This is an optimization exercise on Yosys and OpenROAD, whose aim is small area, not a production implementation. The RTL was checked by simulation tests, not by an equivalence proof against the original design. No activity file was given, so power comes from the tool's default toggle rates.

the baseline:
## qcv_rv32i_core
module qcv_rv32i_core (
    input  wire        clk_i,
    input  wire        rst_ni,
    input  wire [31:0] hart_id_i,
    input  wire [31:0] boot_addr_i,
    output wire        instr_req_o,
    input  wire        instr_gnt_i,
    input  wire        instr_rvalid_i,
    output wire [31:0] instr_addr_o,
    input  wire [31:0] instr_rdata_i,
    input  wire        instr_err_i,
    output wire        data_req_o,
    input  wire        data_gnt_i,
    input  wire        data_rvalid_i,
    output wire        data_we_o,
    output wire [3:0]  data_be_o,
    output wire [31:0] data_addr_o,
    output wire [31:0] data_wdata_o,
    input  wire [31:0] data_rdata_i,
    input  wire        data_err_i,
    output wire        irq_pending_o,
    output wire        core_busy_o
);
export LEC_CHECK = 0
export CAP_MARGIN = 20
export CORE_MARGIN = 2
export CORE_UTILIZATION = 40
export SLEW_MARGIN = 20
export SYNTH_HIERARCHICAL = 1
export SYNTH_MINIMUM_KEEP_SIZE = 0
create_clock -name core_clock -period 15.0 [get_ports {clk_i}]
standard.sh (not shown) runs the stock make flow with config.mk's settings and CLKGATE_MAP_FILE= SYNTH_SCRIPT=/design/flow/synth_recipe.tcl, a recipe that flattens the netlist after the stock synthesis.
==> flow/flow/run.sh <==
#!/bin/bash
# Own layout flow: the standard ORFS flow (standard.sh) with these changes:
#  - port buffers use the smallest buffer cell
#  - timing-driven global placement keeps its repairs only from overflow 0.3 on
#  - clock tree synthesis builds the tree from clkbuf_8 cells with sink clusters
#    sized to keep flip-flop clock-pin slew well under the limit, and inserts no dummy loads
# Each tool's full output is in orfs/logs/; make's output is in own_flow.log.
set -uo pipefail
W=$(pwd)
F=$W/flow
sed "s|source \$::env(SCRIPTS_DIR)/synth.tcl|source $W/own_synth.tcl|" synth_recipe.tcl > own_synth_recipe.tcl
sed "s|^source \$::env(SCRIPTS_DIR)/synth_preamble.tcl\$|source \$::env(SCRIPTS_DIR)/synth_preamble.tcl\nset abc_args [lreplace \$abc_args 1 1 $F/abc_area.script]\nlappend abc_args -dont_use sky130_fd_sc_hd__clkinv_1 -dont_use sky130_fd_sc_hd__clkinv_2 -dont_use sky130_fd_sc_hd__clkinvlp_2|" \
    "$FLOW_HOME/scripts/synth.tcl" > own_synth.tcl
if ! grep -q "own_synth.tcl" own_synth_recipe.tcl || ! grep -q "abc_area.script" own_synth.tcl; then
    echo "could not patch the synthesis script" > own_flow.log
    exit 1
fi
bash standard.sh \
    "SYNTH_SCRIPT=$W/own_synth_recipe.tcl" \
    "BUFFER_PORTS_ARGS=-buffer_cell sky130_fd_sc_hd__buf_1" \
    "GPL_KEEP_OVERFLOW=0.3" \
    "CTS_ARGS=-sink_clustering_enable -repair_clock_nets -dont_use_dummy_load -buf_list sky130_fd_sc_hd__clkbuf_8 -sink_clustering_size 16 -sink_clustering_max_diameter 65" \
    finish > own_flow.log 2>&1
==> flow/flow/abc_area.script <==
strash
ifraig
scorr
dc2
strash
dch -f
amap
topo
--- input diff the baseline..the candidate ---
-- flow/design.v --
<<< the baseline, line 38
    input  wire        ins30,
    input  wire        regimm,      
    output wire [31:0] adder,
    output reg  [31:0] res,
    output wire        eq           
);
    wire co;
>>> the candidate, line 38
    input  wire        ins30,
    input  wire        regimm,      
    input  wire        st,          
    input  wire [31:0] st_data,
    output wire [31:0] adder,
    output reg  [31:0] res,
    output wire        eq,          
    output wire [31:0] st_aligned   
);
    wire co;
<<< the baseline, line 48
    wire [31:0] x = opa ^ opb;
    assign eq = ~|x;
    wire [4:0]  shamt = opb[4:0];
    wire        sh_left = (f3 == 3'b001);
    wire        sh_fill = ins30 & opa[31] & ~sh_left;
    wire [31:0] opa_rev, sh_l;
    genvar gi;
    generate
        for (gi = 0; gi < 32; gi = gi + 1) begin : g_rev
            assign opa_rev[gi] = opa[31-gi];
        end
    endgenerate
    wire [31:0] sh_in = sh_left ? opa_rev : opa;
    wire [63:0] sh_full = {{32{sh_fill}}, sh_in} >> shamt;
    wire [31:0] sh_r = sh_full[31:0];
>>> the candidate, line 51
    wire [31:0] x = opa ^ opb;
    assign eq = ~|x;
    wire [4:0]  shamt = st ? {adder[1:0], 3'b000} : opb[4:0];
    wire        sh_left = st | (f3 == 3'b001);
    wire        sh_fill = ins30 & opa[31] & ~sh_left;
    wire [31:0] lsrc = st ? st_data : opa;
    wire [31:0] lsrc_rev, sh_l;
    genvar gi;
    generate
        for (gi = 0; gi < 32; gi = gi + 1) begin : g_rev
            assign lsrc_rev[gi] = lsrc[31-gi];
        end
    endgenerate
    wire [31:0] sh_in = sh_left ? lsrc_rev : opa;
    wire [63:0] sh_full = {{32{sh_fill}}, sh_in} >> shamt;
    wire [31:0] sh_r = sh_full[31:0];
<<< the baseline, line 66
        end
    endgenerate
    always @(*) begin
        res = adder;
>>> the candidate, line 70
        end
    endgenerate
    assign st_aligned = sh_l;
    always @(*) begin
        res = adder;
<<< the baseline, line 366
    wire is_sub = op_branch | (op_reg & (f3 == 3'b000) & ins[30]) |
                  (alu_regimm & (f3[2:1] == 2'b01));
    wire [31:0] adder, alu_res;
    wire        ops_eq;
    qcv_alu u_alu (.opa(opa), .opb(opb), .is_sub(is_sub), .f3(f3), .ins30(ins[30]),
                   .regimm(alu_regimm), .adder(adder), .res(alu_res), .eq(ops_eq));
    wire br_cond = (f3 == 3'b000) ? ops_eq :
                   (f3 == 3'b001) ? ~ops_eq :
>>> the candidate, line 371
    wire is_sub = op_branch | (op_reg & (f3 == 3'b000) & ins[30]) |
                  (alu_regimm & (f3[2:1] == 2'b01));
    wire [31:0] adder, alu_res, st_aligned;
    wire        ops_eq;
    qcv_alu u_alu (.opa(opa), .opb(opb), .is_sub(is_sub), .f3(f3), .ins30(ins[30]),
                   .regimm(alu_regimm), .st(op_store), .st_data(rf_rdata_b),
                   .adder(adder), .res(alu_res), .eq(ops_eq), .st_aligned(st_aligned));
    wire br_cond = (f3 == 3'b000) ? ops_eq :
                   (f3 == 3'b001) ? ~ops_eq :
<<< the baseline, line 482
        end
    end
    wire [31:0] ls_wd_new = rf_rdata_b << {aoff, 3'b000};
    wire [31:0] ls_wdata_d, ls_addr_d, ls_misc_d;
    qcv_ld32 u_ls_wd (.d(ls_wd_new), .q(ls_wdata_q), .ld(ls_idle), .hold(~ls_idle), .y(ls_wdata_d));
>>> the candidate, line 488
        end
    end
    wire [31:0] ls_wd_new = st_aligned;    
    wire [31:0] ls_wdata_d, ls_addr_d, ls_misc_d;
    qcv_ld32 u_ls_wd (.d(ls_wd_new), .q(ls_wdata_q), .ld(ls_idle), .hold(~ls_idle), .y(ls_wdata_d));
Findings:
On vertical die dimension, the baseline and the candidate are neck and neck. On count of buffers added by post-CTS timing repair for setup, the baseline tracks the candidate almost exactly. Total routing usage reported by global routing of the baseline is on par with the candidate. Setup slack in the candidate is larger than in the baseline. NOTE: routed wire length on met3 in the candidate falls short of that of the baseline. The baseline and the candidate ended up with roughly the same cell area after placement. Looking at synthesized instance count, the candidate sits about 0.33% above the baseline. Comparing the candidate with the baseline, the number of fillers in the final layout came out essentially unchanged. Against the baseline, power in the candidate rose by a few percent. The candidate vs. the baseline: final worst-path cycle share shows a reduction of 0.17 points; die area barely changed.

## separate check: timing with driven ports
In the flow no input, the clock included, has a driving cell. The finished layouts below were timed again as built, in two steps. Step 1 assumes that a clkbuf_16 drives the clock port and a buf_2 every other input. Step 2 also shifts input and output timing later by t, the mid clock arrival at the registers, as if the neighbouring blocks saw the same clock. Slacks: ideal / step 1 / step 2; pairs: ideal / step 1.
| run | t (ns) | slack for setup (ns) | worst slew at a driven data input, ns |
|---|---|---|---|
| the baseline | 1.003 | 1.280 / 1.280 / 1.280 | 0.12 |
| the candidate | 1.035 | 1.305 / 1.305 / 1.305 | 0.14 |
After both steps setup and hold are still met in every run listed.
